What follows belongs to an exercise in optimizing a design on an open flow for a short achievable clock period and few clock cycles; a production flow would make more cautious choices. Only simulation tests tie the RTL to the original design; equivalence was not proved. Power and IR drop assume default switching activity.

// cpu
module cpu(clk, rst, imem_addr, imem_rdata, dmem_addr, dmem_wdata, dmem_we, dmem_rdata);
clock: 8.0 ns
lec_check: 0
abc_clock_period_in_ps: 1000
cap_margin: 30
core_margin: 2
core_utilization: 55
place_density: 0.7
setup_slack_margin: 5.0
slew_margin: 30
run.sh (not shown) runs the stock make flow with config.mk's settings and CLKGATE_MAP_FILE= SYNTH_SCRIPT=/design/flow/synth_recipe.tcl, a recipe that flattens the netlist after the stock synthesis.
Testbench counts at the start, summed over its fixed seeds: cycles 64,412.
Edit:
--- a/flow/config.mk
+++ b/flow/config.mk
@@ -9,6 +9,6 @@
 export CAP_MARGIN = 30
 export CORE_MARGIN = 2
-export CORE_UTILIZATION = 55
-export PLACE_DENSITY = 0.7
+export CORE_UTILIZATION = 40
+export PLACE_DENSITY = 0.6
 export SETUP_SLACK_MARGIN = 5.0
 export SLEW_MARGIN = 30
Count of clock-buffer cells in the layout shrinks by 13.
Sequential share of layout area shrinks by 0.74 points.
Utilization shrinks by 17 points.
Flip-flop and latch count is unchanged.
Cell area grows by about 1.8%.
Setup slack is worse by 0.12 ns.
Sequential power stays flat.
Area after synthesis stays the same.
Via count shrinks by 0.98%.
Global-route usage shrinks by 12 points.

## green
Another version of the RTL of cpu (not shown whole).
Size in the first run: ~6,200 cells after synthesis, roughly 1,400 flip-flops, about 160 I/O pins, about 71,000 µm² of cells after synthesis.
clock: 8.0 ns
lec_check: 0
abc_clock_period_in_ps: 1000
cap_margin: 30
core_margin: 2
core_utilization: 55
place_density: 0.7
setup_slack_margin: 5.0
slew_margin: 30
green finished all stages; the layout is clean.
Testbench counts of green, summed over its fixed seeds: cycles 64,412.
Relative to green, the following input files were edited for red:
- swapping 55 for 40 in CORE_UTILIZATION
- swapping 0.7 for 0.6 in PLACE_DENSITY
[summary]
Compared to green, the router laid down more metal wire for red.
Taking green as the reference, in red switching share of power increased by 0.31 points relative to the old numbers; clock power rose by about 3.4%; power density normalized to cell area up 1.5 nW/µm².
Going from green to red, met2 layer usage reported by global route went down, sequential share of layout area -0.28 points, layout net count held steady, final area has increased, fmax increased by 9.6 MHz relative to the old numbers.
Looking at time the worst path needs with I/O delays and setup, red sits below green.

The RTL this note starts from:
==> flow/design.v <==
module cpu(clk, rst, imem_addr, imem_rdata, dmem_addr, dmem_wdata, dmem_we, dmem_rdata);
input clk, rst;
input [31:0] imem_rdata, dmem_rdata;
output [31:0] imem_addr, dmem_addr, dmem_wdata;
output dmem_we;
reg  [9:0]  pcF;
reg  [31:0] instD;
reg  [31:1] rsOH, rtOH;    
reg  [9:0]  pcp1D;
reg         vD, ptD;
reg  [31:0] aE, bE, sE;
reg         lateE;
reg         oAdd, oSub, oAnd, oOr, oSlt, oSll;
reg         wrE, ldE, stE, brE, beqE, ptE;
reg  [4:0]  dstE;
reg  [9:0]  altE;
reg  [31:0] aluM, sdM;
reg         wrM, ldM, stM;
reg  [4:0]  dstM;
reg  [31:0] resW;
reg         wrW;
reg  [4:0]  dstW;
reg  [31:0] rf [1:31];
wire [31:0] instF = imem_rdata;
wire [5:0]  opF   = instF[31:26];
wire        brF   = (opF[5:1] == 5'b00010);
wire        sameF = (instF[25:21] == instF[20:16]);    
reg  [31:0] zr;     
wire        zeqF  = zr[instF[25:21]] & zr[instF[20:16]];
wire        ptF   = brF & ((sameF | zeqF) ? ~opF[0] : (opF[0] | instF[15]));
wire [9:0]  pcp1F = pcF + 10'd1;
wire [9:0]  tgtF  = pcp1F + instF[9:0];
wire [31:0] sum  = aE + bE;
wire [32:0] dif33 = {1'b0, aE} - {1'b0, bE};
wire [31:0] diff = dif33[31:0];
wire        lt   = dif33[32];             
wire [31:0] shl  = aE << bE[10:6];
wire [31:0] resE = ({32{oAdd}} & sum) | ({32{oSub}} & diff) | ({32{oAnd}} & (aE & bE)) |
                   ({32{oOr}} & (aE | bE)) | {31'd0, oSlt & lt} | ({32{oSll}} & shl);
wire eq     = (aE == bE);
wire mispEx = brE & ~(eq ^ beqE ^ ptE);    
reg  mispE;             
reg  [9:0] altM;
wire [5:0] opD = instD[31:26];
wire [5:0] fnD = instD[5:0];
wire [4:0] rsD = instD[25:21];
wire [4:0] rtD = instD[20:16];
wire [4:0] rdD = instD[15:11];
wire isR    = vD & (opD == 6'h00);
wire isAddi = vD & (opD == 6'h08);
wire isLw   = vD & (opD == 6'h23);
wire isSw   = vD & (opD == 6'h2b);
wire isBeq  = vD & (opD == 6'h04);
wire isBne  = vD & (opD == 6'h05);
wire isJ    = vD & (opD == 6'h02);
wire [4:0] dstD = isR ? rdD : rtD;
wire wrD   = (isR | isAddi | isLw) & (dstD != 5'd0);
wire useRs = isR | isAddi | isLw | isSw | isBeq | isBne;
wire useRt = isR | isBeq | isBne;           
wire immD  = isAddi | isLw | isSw;
wire [31:0] simmD = {{16{instD[15]}}, instD[15:0]};
wire rsE_hit = wrE & (dstE == rsD);
wire rtE_hit = wrE & (dstE == rtD);
wire rsM_hit = wrM & (dstM == rsD);
wire rtM_hit = wrM & (dstM == rtD);
wire rsW_hit = wrW & (dstW == rsD);
wire rtW_hit = wrW & (dstW == rtD);
wire stall = ldE & ((useRs & rsE_hit) | (useRt & rtE_hit));
reg  [31:0] rfA, rfB;
integer k;
integer j;
always @* begin
  rfA = 32'd0;
  rfB = 32'd0;
  for (k = 1; k < 32; k = k + 1) begin
    rfA = rfA | ({32{rsOH[k]}} & rf[k]);
    rfB = rfB | ({32{rtOH[k]}} & rf[k]);
  end
end
wire [31:0] valM = ldM ? dmem_rdata : aluM;      
wire [31:0] oldA = rsM_hit ? valM : rsW_hit ? resW : rfA;
wire [31:0] oldB = rtM_hit ? valM : rtW_hit ? resW : rfB;
wire [9:0] tgtD = pcp1D + instD[9:0];
wire isBrD  = isBeq | isBne;
wire [31:0] Xy = aE ^ bE;
wire [31:0] genc = aE | bE;                           
wire sumEq  = ~Xy[0] & (&(Xy[31:1] ~^ genc[30:0]));
wire zcmp   = (rtD == 5'd0) ? rsE_hit : (rsD == 5'd0) & rtE_hit;
wire resD   = zcmp & oAdd;                             
wire mispD  = isBrD & resD & ~(sumEq ^ isBeq ^ ptD);
wire fR_add = isR & (fnD == 6'h20);
wire fR_sub = isR & (fnD == 6'h22);
wire fR_and = isR & (fnD == 6'h24);
wire fR_or  = isR & (fnD == 6'h25);
wire fR_slt = isR & ((fnD == 6'h2a) | (fnD == 6'h02));
wire fR_sll = isR & (fnD == 6'h00);
function [31:0] fwd(input hit, input [31:0] other);
  fwd = ({32{hit & oAdd}} & sum) | ({32{hit & oSub}} & diff) |
        ({32{hit & oAnd}} & (aE & bE)) | ({32{hit & oOr}} & (aE | bE)) |
        {31'd0, hit & oSlt & lt} | ({32{hit & oSll}} & shl) | ({32{~hit}} & other);
endfunction
assign imem_addr  = {20'd0, pcF, 2'b00};
assign dmem_addr  = aluM;
assign dmem_wdata = sdM;
assign dmem_we    = stM;
reg [9:0] pcE;       
always @* begin
  if (mispE)      pcE = altM;
  else if (stall) pcE = pcF;
  else            pcE = instD[9:0];
end
wire redir = mispE | stall | isJ;
wire [9:0] pcN0 = redir ? pcE : ptF ? tgtF : pcp1F;
wire [9:0] pcN = (mispD & ~mispE & ~stall) ? (ptD ? pcp1D : tgtD) : pcN0;
always @(posedge clk or negedge rst) begin
  if (!rst) begin
    pcF <= 10'd0;
    vD <= 1'b0;
    wrE <= 1'b0; ldE <= 1'b0; stE <= 1'b0; brE <= 1'b0;
    wrM <= 1'b0; ldM <= 1'b0; stM <= 1'b0; mispE <= 1'b0;
    wrW <= 1'b0;
  end else begin
    pcF <= pcN;
    if (mispE | (mispD & ~stall)) vD <= 1'b0;
    else if (!stall) vD <= 1'b1;
    if (mispE | stall) begin
      wrE <= 1'b0; ldE <= 1'b0; stE <= 1'b0; brE <= 1'b0;
    end else begin
      wrE <= wrD; ldE <= isLw; stE <= isSw; brE <= isBrD & ~resD;
    end
    if (mispE) begin
      wrM <= 1'b0; ldM <= 1'b0; stM <= 1'b0; mispE <= 1'b0;
    end else begin
      wrM <= wrE; ldM <= ldE; stM <= stE; mispE <= mispEx;
    end
    wrW <= wrM;
  end
end
always @(posedge clk) begin
  if (!stall) begin
    instD <= instF;
    for (j = 1; j < 32; j = j + 1) begin
      rsOH[j] <= (instF[25:21] == j);
      rtOH[j] <= (instF[20:16] == j);
    end
    pcp1D <= pcp1F;
    ptD   <= ptF & ~isJ;
  end
  aE <= fwd(rsE_hit, oldA);
  bE <= fwd(rtE_hit & ~immD, immD ? simmD : oldB);
  sE <= fwd(rtE_hit, oldB);
  lateE <= rtE_hit & ldE;
  oAdd <= isAddi | isLw | isSw | fR_add;
  oSub <= fR_sub;
  oAnd <= fR_and;
  oOr  <= fR_or;
  oSlt <= fR_slt;
  oSll <= fR_sll;
  dstE <= dstD;
  beqE <= isBeq;
  ptE  <= ptD;
  altE <= ptD ? pcp1D : tgtD;
  altM <= altE;
  aluM <= resE;
  sdM <= lateE ? dmem_rdata : sE;
  dstM <= dstE;
  resW <= valM;
  dstW <= dstM;
end
always @(posedge clk or negedge rst) begin
  if (!rst) zr <= 32'hffffffff;
  else if (wrW) zr[dstW] <= ~|resW;
end
integer i;
always @(posedge clk or negedge rst) begin
  if (!rst) begin
    for (i = 1; i < 32; i = i + 1) rf[i] <= 32'd0;
  end else if (wrW) begin
    rf[dstW] <= resW;
  end
end
endmodule
==> flow/config.mk <==
export PLATFORM = sky130hd
export DESIGN_NAME = cpu
export DESIGN_NICKNAME = cpu
export VERILOG_FILES = /design/flow/design.v
export SDC_FILE = /design/flow/constraint.sdc
export NUM_CORES = 4
export LEC_CHECK = 0
export ABC_CLOCK_PERIOD_IN_PS = 1000
export CAP_MARGIN = 30
export CORE_MARGIN = 2
export CORE_UTILIZATION = 55
export PLACE_DENSITY = 0.7
export SETUP_SLACK_MARGIN = 5.0
export SLEW_MARGIN = 30
==> flow/constraint.sdc <==
create_clock -name core_clock -period 8.0 [get_ports {clk}]
set_input_delay 1.6000 -clock core_clock [delete_from_list [all_inputs] [get_ports {clk}]]
set_output_delay 1.6000 -clock core_clock [all_outputs]
set_load 0.01 [all_outputs]
The baseline finished clean.
Testbench counts at the start, summed over its fixed seeds: cycles 64,038.
Rerun with:
--- a/flow/config.mk
+++ b/flow/config.mk
@@ -11,2 +11,2 @@
-export CORE_UTILIZATION = 55
-export PLACE_DENSITY = 0.7
+export CORE_UTILIZATION = 40
+export PLACE_DENSITY = 0.6
Effect:
- The changed run finished clean
- routed wire length goes up by a few percent
- sequential cell count is unchanged
- critical path depth goes down by 1
- utilization goes down by 17 points
- worst setup slack degrades by 40 ps
- combinational power barely changes
- synthesized area does not change

-- what the ideal ports hide --
The results above use ideal ports. As a check the final layouts listed here were re-extracted and re-timed, cells and wires unchanged.
Step 1 sets driving cells, clkbuf_16 on the clock port and buf_2 on the other inputs (assumed; they add their load-dependent delay and slew).
Step 2, shift: input delay + t, output delay - t, t = (earliest + latest rising clock arrival at the registers) / 2. This alone moves slack from input paths to output paths.
Slacks: ideal ports / drivers / drivers and shift; pairs: ideal ports / drivers.
| run | t (ns) | setup WS [ns] | worst setup path at the end | worst register clock-pin slew, ns |
|---|---|---|---|---|
| the first run of note 1 | 0.893 | 4.682 / 4.682 / 4.091 | input to register | 0.07 / 0.07 |
| the second run of note 1 | 0.911 | 4.561 / 4.561 / 4.097 | input to register | 0.08 / 0.08 |
| green | 0.895 | 4.616 / 4.616 / 4.194 | input to register | 0.07 / 0.07 |
| red | 0.906 | 4.723 / 4.723 / 4.237 | input to register | 0.07 / 0.07 |
| the first run of note 3 | 0.887 | 4.692 / 4.603 / 3.717 | input to register | 0.07 / 0.07 |
| the second run of note 3 | 0.890 | 4.652 / 4.633 / 3.743 | input to register | 0.07 / 0.07 |
After both steps setup and hold are still met in every run listed. The setup slack of the first run of note 3, which loses most, moves by -0.089 ns with the drivers and by -0.975 ns with both steps.
